This is an optimization exercise on Yosys and OpenROAD, whose aim is small area, not a production implementation. In this exercise RTL edits were held to simulation tests only and were not proved equivalent to the original. Power figures rest on the tool's default switching activity, not on a simulated workload.

== alpha ==
==> flow/design.v (excerpt) <==
module uart_core (
    input wire clk,
    input wire rst_n,
    input  wire uart_rx_i,
    output wire uart_tx_o,
    input  wire uart_cts_i,
    output wire uart_rts_o,
    input wire        cfg_enable,
    input wire        cfg_rx_enable,
    input wire        cfg_tx_enable,
    input wire [31:0] cfg_baud_inc,
    input wire [ 1:0] cfg_parity_mode,
    input wire [ 1:0] cfg_stop_bits,
    input wire [ 1:0] cfg_data_bits,
    input wire        cfg_hw_flow_enable,
    input wire        ctrl_rx_fifo_clear,
    input wire        ctrl_tx_fifo_clear,
    input  wire       tx_byte_valid,
    output wire       tx_byte_ready,
    input  wire [7:0] tx_byte_data,
    output wire       rx_byte_valid,
    input  wire       rx_byte_ready,
    output wire [7:0] rx_byte_data,
    output wire rx_byte_frame_error,
    output wire rx_byte_parity_error,
    output wire rx_byte_break_detect,
    output wire [4:0] rx_fifo_level,
    output wire [4:0] tx_fifo_level,
    output wire rx_fifo_empty,
    output wire rx_fifo_full,
    output wire tx_fifo_empty,
    output wire tx_fifo_full,
    output wire rx_busy,
    output wire tx_busy,
    output wire cts_active,
    output wire rts_active,
    output wire cts_blocked,
    output wire event_rx_overrun,
    output wire event_rx_frame_error,
    output wire event_rx_parity_error,
    output wire event_rx_break_detect,
    output wire event_tx_done
);
For scale: about 1,100 cells after synthesis, about 14,000 µm² of cells after synthesis.
Settings: LEC_CHECK=0, ABC_AREA=1, CAP_MARGIN=20, CORE_MARGIN=2, CORE_UTILIZATION=40, CTS_BUF_LIST=sky130_fd_sc_hd__clkbuf_16, CTS_CLUSTER_DIAMETER=100, CTS_CLUSTER_SIZE=30, PLACE_DENSITY=0.8, SLEW_MARGIN=20; clock period 10.0 ns.
standard.sh (not shown) runs the stock make flow with config.mk's settings and CLKGATE_MAP_FILE= SYNTH_SCRIPT=/design/flow/synth_recipe.tcl, a recipe that flattens the netlist after the stock synthesis.
==> flow/flow/run.sh <==
#!/bin/bash
# Own layout flow: the standard synthesis, then the combinational logic of its netlist
# re-mapped by ABC with an area-oriented script (registers and full adders untouched, so
# every register keeps its name and cell), then the standard layout steps, with the port
# buffers made from the smallest buffer cell and a clock tree of clkbuf_16 leaves (clusters of at
# most 30 registers), clkbuf_8 root and tree buffers and no dummy loads. Each tool's output goes to
# a log file here.
set -euo pipefail
W=$PWD
R=$W/orfs/results/$FLOW_PLATFORM/uart_core/base
LIB=$FLOW_HOME/platforms/$FLOW_PLATFORM/lib/sky130_fd_sc_hd__tt_025C_1v80.lib
YOSYS=$(command -v yosys || echo "$FLOW_HOME/../tools/install/yosys/bin/yosys")

bash standard.sh synth > "$W/log_1_standard_synth.txt" 2>&1

mkdir -p "$W/reabc"
python3 flow/split_lib.py "$LIB" "$W/reabc" > "$W/log_2_split_lib.txt" 2>&1
cp "$R/1_2_yosys.v" "$W/reabc/standard_1_2_yosys.v"
cat > "$W/reabc/reabc.ys" <<YS
read_liberty -lib $W/reabc/keep.lib
read_liberty -ignore_miss_func $W/reabc/comb.lib
read_verilog $W/reabc/standard_1_2_yosys.v
hierarchy -check -top $FLOW_TOP
flatten
opt_clean
abc -liberty $LIB $(for c in sky130_fd_sc_hd__probe_p_8 sky130_fd_sc_hd__probec_p_8 '*lpflow*'; do printf -- '-dont_use %s ' "$c"; done) -script $W/flow/area.abc
read_liberty -lib -ignore_redef $LIB
opt_clean -purge
hilomap -singleton -hicell sky130_fd_sc_hd__conb_1 HI -locell sky130_fd_sc_hd__conb_1 LO
splitnets
opt_clean -purge
insbuf -buf sky130_fd_sc_hd__buf_4 A X
check -assert
stat -liberty $LIB
write_verilog -noattr -nohex -nodec $W/reabc/1_2_yosys.v
YS
"$YOSYS" -s "$W/reabc/reabc.ys" > "$W/log_3_reabc.txt" 2>&1
cp "$W/reabc/1_2_yosys.v" "$R/1_2_yosys.v"

CTS="-sink_clustering_enable -repair_clock_nets -sink_clustering_size 30 -sink_clustering_max_diameter 100"
CTS="$CTS -buf_list sky130_fd_sc_hd__clkbuf_16 -root_buf sky130_fd_sc_hd__clkbuf_8 -tree_buf sky130_fd_sc_hd__clkbuf_8 -dont_use_dummy_load"
bash standard.sh BUFFER_PORTS_ARGS="-buffer_cell sky130_fd_sc_hd__buf_1" CTS_ARGS="$CTS" finish > "$W/log_4_standard_layout.txt" 2>&1
==> flow/flow/area.abc <==
&get -n
&st
&deepsyn -T 60
&dch
&nf -R 1000
&put
topo
dnsize -c
==> flow/flow/split_lib.py <==
#!/usr/bin/env python3
"""Split the platform liberty into keep.lib (sequential cells and full adders: left as
they are) and comb.lib (other cells: read with their functions so ABC can re-map them)."""
import re, sys
src, out = sys.argv[1], sys.argv[2]
txt = open(src).read()
idx = [m.start() for m in re.finditer(r'\n\s*cell\s*\(', txt)]
head = txt[:idx[0]]
cells = []
for i, s in enumerate(idx):
    e = idx[i + 1] if i + 1 < len(idx) else txt.rfind('}')
    cells.append(txt[s:e])
def name(c):
    return re.search(r'cell\s*\(\s*"?(\w+)', c).group(1)
def keep(c):
    return re.search(r'\b(ff|latch|statetable)\s*\(', c) or re.search(r'__fa_\d', name(c))
open(out + '/keep.lib', 'w').write(head + ''.join(c for c in cells if keep(c)) + '\n}\n')
open(out + '/comb.lib', 'w').write(head + ''.join(c for c in cells if not keep(c)) + '\n}\n')
Every stage of the flow completed for alpha, and the final layout passed the timing, DRC and antenna checks.
## Diff of input files: beta against alpha
diff --git a/flow/flow/run.sh b/flow/flow/run.sh
--- a/flow/flow/run.sh
+++ b/flow/flow/run.sh
@@ -2,7 +2,5 @@
 # Own layout flow: the standard synthesis, then the combinational logic of its netlist
-# re-mapped by ABC with an area-oriented script (registers and full adders untouched, so
+# re-mapped by ABC with an area-oriented script (registers, full and half adders untouched, so
 # every register keeps its name and cell), then the standard layout steps, with the port
-# buffers made from the smallest buffer cell and a clock tree of clkbuf_16 leaves (clusters of at
-# most 30 registers), clkbuf_8 root and tree buffers and no dummy loads. Each tool's output goes to
-# a log file here.
+# buffers made from the smallest buffer cell. Each tool's output goes to a log file here.
 set -euo pipefail
@@ -39,4 +37,2 @@
 
-CTS="-sink_clustering_enable -repair_clock_nets -sink_clustering_size 30 -sink_clustering_max_diameter 100"
-CTS="$CTS -buf_list sky130_fd_sc_hd__clkbuf_16 -root_buf sky130_fd_sc_hd__clkbuf_8 -tree_buf sky130_fd_sc_hd__clkbuf_8 -dont_use_dummy_load"
-bash standard.sh BUFFER_PORTS_ARGS="-buffer_cell sky130_fd_sc_hd__buf_1" CTS_ARGS="$CTS" finish > "$W/log_4_standard_layout.txt" 2>&1
+bash standard.sh BUFFER_PORTS_ARGS="-buffer_cell sky130_fd_sc_hd__buf_1" finish > "$W/log_4_standard_layout.txt" 2>&1
==> flow/flow/area.abc <==
&get -n
&st
&dch
&nf -R 1000
&put
topo
dnsize -c
diff --git a/flow/flow/split_lib.py b/flow/flow/split_lib.py
--- a/flow/flow/split_lib.py
+++ b/flow/flow/split_lib.py
@@ -1,3 +1,3 @@
 #!/usr/bin/env python3
-"""Split the platform liberty into keep.lib (sequential cells and full adders: left as
+"""Split the platform liberty into keep.lib (sequential cells, full and half adders: left as
 they are) and comb.lib (other cells: read with their functions so ABC can re-map them)."""
@@ -15,3 +15,3 @@
 def keep(c):
-    return re.search(r'\b(ff|latch|statetable)\s*\(', c) or re.search(r'__fa_\d', name(c))
+    return re.search(r'\b(ff|latch|statetable)\s*\(', c) or re.search(r'__(fa|ha)_\d', name(c))
 open(out + '/keep.lib', 'w').write(head + ''.join(c for c in cells if keep(c)) + '\n}\n')
diff --git a/flow/config.mk b/flow/config.mk
--- a/flow/config.mk
+++ b/flow/config.mk
@@ -8,3 +8,3 @@
 export ABC_AREA = 1
-export CAP_MARGIN = 20
+export CAP_MARGIN = 0
 export CORE_MARGIN = 2
@@ -14,3 +14,2 @@
 export CTS_CLUSTER_SIZE = 30
-export PLACE_DENSITY = 0.8
-export SLEW_MARGIN = 20
+export SLEW_MARGIN = 0
==> summary.txt <==
alpha → beta: sequential power went up by about 8%, total wire length after detailed routing moved up, total power per unit cell area went up 15%, height of the chip higher, overall power up about 19%. Side by side, non-clock buffer count turned out higher in beta than in alpha. Relative to alpha, the final cell area reported for beta is higher. beta ends up with a share of the clock period used by the worst path that is 3.0 points lower than in alpha. Minimum clock period (higher): alpha. Of alpha and beta, the lower share of power burned in combinational logic belongs to alpha.
#### Input delta (gamma over beta)
diff --git a/flow/flow/run.sh b/flow/flow/run.sh
--- a/flow/flow/run.sh
+++ b/flow/flow/run.sh
@@ -2,3 +2,3 @@
 # Own layout flow: the standard synthesis, then the combinational logic of its netlist
-# re-mapped by ABC with an area-oriented script (registers, full and half adders untouched, so
+# re-mapped by ABC with an area-oriented script (registers and full adders untouched, so
 # every register keeps its name and cell), then the standard layout steps, with the port
@@ -37,2 +37,4 @@
 
-bash standard.sh BUFFER_PORTS_ARGS="-buffer_cell sky130_fd_sc_hd__buf_1" finish > "$W/log_4_standard_layout.txt" 2>&1
+CTS="-sink_clustering_enable -repair_clock_nets -sink_clustering_size 16 -sink_clustering_max_diameter 60"
+CTS="$CTS -buf_list sky130_fd_sc_hd__clkbuf_8 -dont_use_dummy_load"
+bash standard.sh BUFFER_PORTS_ARGS="-buffer_cell sky130_fd_sc_hd__buf_1" CTS_ARGS="$CTS" finish > "$W/log_4_standard_layout.txt" 2>&1
==> flow/flow/area.abc <==
&get -n
&st
&deepsyn -T 60
&dch
&nf -R 1000
&put
topo
dnsize -c
diff --git a/flow/flow/split_lib.py b/flow/flow/split_lib.py
--- a/flow/flow/split_lib.py
+++ b/flow/flow/split_lib.py
@@ -1,3 +1,3 @@
 #!/usr/bin/env python3
-"""Split the platform liberty into keep.lib (sequential cells, full and half adders: left as
+"""Split the platform liberty into keep.lib (sequential cells and full adders: left as
 they are) and comb.lib (other cells: read with their functions so ABC can re-map them)."""
@@ -15,3 +15,3 @@
 def keep(c):
-    return re.search(r'\b(ff|latch|statetable)\s*\(', c) or re.search(r'__(fa|ha)_\d', name(c))
+    return re.search(r'\b(ff|latch|statetable)\s*\(', c) or re.search(r'__fa_\d', name(c))
 open(out + '/keep.lib', 'w').write(head + ''.join(c for c in cells if keep(c)) + '\n}\n')
diff --git a/flow/config.mk b/flow/config.mk
--- a/flow/config.mk
+++ b/flow/config.mk
@@ -8,3 +8,3 @@
 export ABC_AREA = 1
-export CAP_MARGIN = 0
+export CAP_MARGIN = 20
 export CORE_MARGIN = 2
@@ -14,2 +14,2 @@
 export CTS_CLUSTER_SIZE = 30
-export SLEW_MARGIN = 0
+export SLEW_MARGIN = 20
Results
On post-layout minimum cycle time: gamma sits above beta.
As far as number of nets with antenna violations after routing is concerned, beta and gamma perform about the same.
Of gamma and beta, gamma shows the higher power share of the clock group, with beta below it.
Cmp gamma and beta / routed metal-1 wire length / higher: beta
Against beta as the reference, gamma delivers a lower power dissipated by switching net loads.
gamma leaves less setup margin than beta.
Delta (gamma minus beta): post-layout instance area now smaller; starting density of the core increased by 0.19 points relative to the old numbers; routed wire length moved down.
### gamma -> delta
diff --git a/flow/flow/run.sh b/flow/flow/run.sh
--- a/flow/flow/run.sh
+++ b/flow/flow/run.sh
@@ -37,4 +37,2 @@
 
-CTS="-sink_clustering_enable -repair_clock_nets -sink_clustering_size 16 -sink_clustering_max_diameter 60"
-CTS="$CTS -buf_list sky130_fd_sc_hd__clkbuf_8 -dont_use_dummy_load"
-bash standard.sh BUFFER_PORTS_ARGS="-buffer_cell sky130_fd_sc_hd__buf_1" CTS_ARGS="$CTS" finish > "$W/log_4_standard_layout.txt" 2>&1
+bash standard.sh BUFFER_PORTS_ARGS="-buffer_cell sky130_fd_sc_hd__buf_1" finish > "$W/log_4_standard_layout.txt" 2>&1
==> comparison <==
Relative to gamma, minimum clock period decreased by 0.040 ns in delta. Compared with gamma, delta shows total met3 wirelength after detailed routing lower by 10%. delta against gamma: total negative setup slack closely matched the old numbers, total of fill cells in the finished design decreased by 10 relative to the old numbers, initial core utilization closely matched the old numbers. Side by side, worst hold slack turned out higher in delta than in gamma. Via count of delta falls short of that of gamma slightly. Compared with gamma, power in delta increased slightly.

---

v6:
Starting RTL as in the previous note.
==> flow/config.mk <==
export PLATFORM = sky130hd
export DESIGN_NAME = uart_core
export DESIGN_NICKNAME = uart_core
export VERILOG_FILES = /design/flow/design.v
export SDC_FILE = /design/flow/constraint.sdc
export NUM_CORES = 4
export LEC_CHECK = 0
export ABC_AREA = 1
export CAP_MARGIN = 20
export CORE_MARGIN = 2
export CORE_UTILIZATION = 40
export CTS_BUF_LIST = sky130_fd_sc_hd__clkbuf_16
export CTS_CLUSTER_DIAMETER = 100
export CTS_CLUSTER_SIZE = 30
export SLEW_MARGIN = 20
==> flow/constraint.sdc <==
create_clock -name core_clock -period 10.0 [get_ports {clk}]
set_input_delay 2.0000 -clock core_clock [delete_from_list [all_inputs] [get_ports {clk}]]
set_output_delay 2.0000 -clock core_clock [all_outputs]
set_load 0.01 [all_outputs]
==> flow/flow/run.sh <==
#!/bin/bash
# Own layout flow: the standard synthesis, then the combinational logic of its netlist
# re-mapped by ABC with an area-oriented script (registers and full adders untouched, so
# every register keeps its name and cell), then the standard layout steps, with the port
# buffers made from the smallest buffer cell. Each tool's output goes to a log file here.
set -euo pipefail
W=$PWD
R=$W/orfs/results/$FLOW_PLATFORM/uart_core/base
LIB=$FLOW_HOME/platforms/$FLOW_PLATFORM/lib/sky130_fd_sc_hd__tt_025C_1v80.lib
YOSYS=$(command -v yosys || echo "$FLOW_HOME/../tools/install/yosys/bin/yosys")

bash standard.sh synth > "$W/log_1_standard_synth.txt" 2>&1

mkdir -p "$W/reabc"
python3 flow/split_lib.py "$LIB" "$W/reabc" > "$W/log_2_split_lib.txt" 2>&1
cp "$R/1_2_yosys.v" "$W/reabc/standard_1_2_yosys.v"
cat > "$W/reabc/reabc.ys" <<YS
read_liberty -lib $W/reabc/keep.lib
read_liberty -ignore_miss_func $W/reabc/comb.lib
read_verilog $W/reabc/standard_1_2_yosys.v
hierarchy -check -top $FLOW_TOP
flatten
opt_clean
abc -liberty $LIB $(for c in sky130_fd_sc_hd__probe_p_8 sky130_fd_sc_hd__probec_p_8 '*lpflow*'; do printf -- '-dont_use %s ' "$c"; done) -script $W/flow/area.abc
read_liberty -lib -ignore_redef $LIB
opt_clean -purge
hilomap -singleton -hicell sky130_fd_sc_hd__conb_1 HI -locell sky130_fd_sc_hd__conb_1 LO
splitnets
opt_clean -purge
insbuf -buf sky130_fd_sc_hd__buf_4 A X
check -assert
stat -liberty $LIB
write_verilog -noattr -nohex -nodec $W/reabc/1_2_yosys.v
YS
"$YOSYS" -s "$W/reabc/reabc.ys" > "$W/log_3_reabc.txt" 2>&1
cp "$W/reabc/1_2_yosys.v" "$R/1_2_yosys.v"

CTS="-sink_clustering_enable -repair_clock_nets -sink_clustering_size 30 -sink_clustering_max_diameter 100"
CTS="$CTS -buf_list sky130_fd_sc_hd__clkbuf_16 -dont_use_dummy_load"
bash standard.sh BUFFER_PORTS_ARGS="-buffer_cell sky130_fd_sc_hd__buf_1" CTS_ARGS="$CTS" finish > "$W/log_4_standard_layout.txt" 2>&1
==> flow/flow/area.abc <==
&get -n
&st
&deepsyn -T 60
&dch
&nf -R 1000
&put
topo
dnsize -c
==> flow/flow/split_lib.py <==
#!/usr/bin/env python3
"""Split the platform liberty into keep.lib (sequential cells and full adders: left as
they are) and comb.lib (other cells: read with their functions so ABC can re-map them)."""
import re, sys
src, out = sys.argv[1], sys.argv[2]
txt = open(src).read()
idx = [m.start() for m in re.finditer(r'\n\s*cell\s*\(', txt)]
head = txt[:idx[0]]
cells = []
for i, s in enumerate(idx):
    e = idx[i + 1] if i + 1 < len(idx) else txt.rfind('}')
    cells.append(txt[s:e])
def name(c):
    return re.search(r'cell\s*\(\s*"?(\w+)', c).group(1)
def keep(c):
    return re.search(r'\b(ff|latch|statetable)\s*\(', c) or re.search(r'__fa_\d', name(c))
open(out + '/keep.lib', 'w').write(head + ''.join(c for c in cells if keep(c)) + '\n}\n')
open(out + '/comb.lib', 'w').write(head + ''.join(c for c in cells if not keep(c)) + '\n}\n')
v6 reached the end of the flow, and the finished layout is clean on the timing, DRC and antenna checks.
For v7, these inputs were changed with respect to v6:
- a change of CTS_CLUSTER_DIAMETER from 100 to 60
- a change of CORE_UTILIZATION from 40 to 60
- a change of CTS_CLUSTER_SIZE from 30 to 40
diff --git a/flow/flow/run.sh b/flow/flow/run.sh
--- a/flow/flow/run.sh
+++ b/flow/flow/run.sh
@@ -3 +3 @@
-# re-mapped by ABC with an area-oriented script (registers and full adders untouched, so
+# re-mapped by ABC with an area-oriented script (registers, full and half adders untouched, so
@@ -38,3 +38 @@
-CTS="-sink_clustering_enable -repair_clock_nets -sink_clustering_size 30 -sink_clustering_max_diameter 100"
-CTS="$CTS -buf_list sky130_fd_sc_hd__clkbuf_16 -dont_use_dummy_load"
-bash standard.sh BUFFER_PORTS_ARGS="-buffer_cell sky130_fd_sc_hd__buf_1" CTS_ARGS="$CTS" finish > "$W/log_4_standard_layout.txt" 2>&1
+bash standard.sh BUFFER_PORTS_ARGS="-buffer_cell sky130_fd_sc_hd__buf_1" finish > "$W/log_4_standard_layout.txt" 2>&1
==> flow/flow/area.abc <==
&get -n
&st
&dch
&nf -R 1000
&put
topo
dnsize -c
diff --git a/flow/flow/split_lib.py b/flow/flow/split_lib.py
--- a/flow/flow/split_lib.py
+++ b/flow/flow/split_lib.py
@@ -2 +2 @@
-"""Split the platform liberty into keep.lib (sequential cells and full adders: left as
+"""Split the platform liberty into keep.lib (sequential cells, full and half adders: left as
@@ -16 +16 @@
-    return re.search(r'\b(ff|latch|statetable)\s*\(', c) or re.search(r'__fa_\d', name(c))
+    return re.search(r'\b(ff|latch|statetable)\s*\(', c) or re.search(r'__(fa|ha)_\d', name(c))
==> comparison <==
All of v6 and v7 finish clean.
v7 against v6; per-cell via count in the routed design is up by a little under 10%.
Compared with v6, in v7 arrival time reported for the critical path endpoint shrank by 0.33 ns, non-clock buffer count went down 0.85%.
Comparing the two runs side by side, v7 comes out ahead of v6 on worst slack at placement.
Compared with v6, v7 shows a wire length reported by the detailed router that is 3.8% lower.
Cell area (lower): v6
Diff v6..v7 | worst clock skew on the final layout | negligible
Cmp v7 vs v6: fraction of layout cells with a size suffix above 1 higher in v7
Taking v6 as the reference, in v7 average footprint of a synthesized cell moved up, logic depth of the worst path, buffers included now sits lower.

==> what the ideal ports hide <==
The flow's constraints put no driver on any port. The routed layouts listed below were extracted and timed again, unchanged, in two steps. Step 1 sets driving cells, clkbuf_16 on the clock port and buf_2 on the other inputs (assumed; they add their load-dependent delay and slew). Step 2 moves the port delays by t, midway between the first and last clock arrival at a register: inputs arrive t later, outputs are due t later. That takes back most of the time a late clock gives input paths. Slacks: no drivers / after step 1 / after step 2; pairs: no drivers / after step 1.
run | t (ns) | setup WS [ns] | latest minus earliest clock arrival (ns) | worst register clock-pin slew, ns | worst data-port slew with drivers (ns)
alpha | 0.601 | 0.497 / 0.518 / -0.083 | 0.071 / 0.071 | 0.12 / 0.12 | 0.07
beta | 0.563 | 0.799 / 0.835 / 0.272 | 0.043 / 0.042 | 0.12 / 0.12 | 0.05
gamma | 0.572 | 0.471 / 0.497 / -0.074 | 0.121 / 0.121 | 0.10 / 0.10 | 0.07
delta | 0.565 | 0.512 / 0.538 / -0.027 | 0.017 / 0.018 | 0.12 / 0.12 | 0.07
v6 | 0.556 | 0.499 / 0.526 / -0.031 | 0.037 / 0.037 | 0.11 / 0.11 | 0.07
v7 | 0.593 | 0.826 / 0.855 / 0.261 | 0.032 / 0.033 | 0.12 / 0.12 | 0.05
Met with ideal ports but missed after step 2: setup timing in alpha, gamma, delta and v6. For alpha, which loses most, drivers alone change the setup slack by +0.021 ns; drivers and shift together by -0.580 ns.
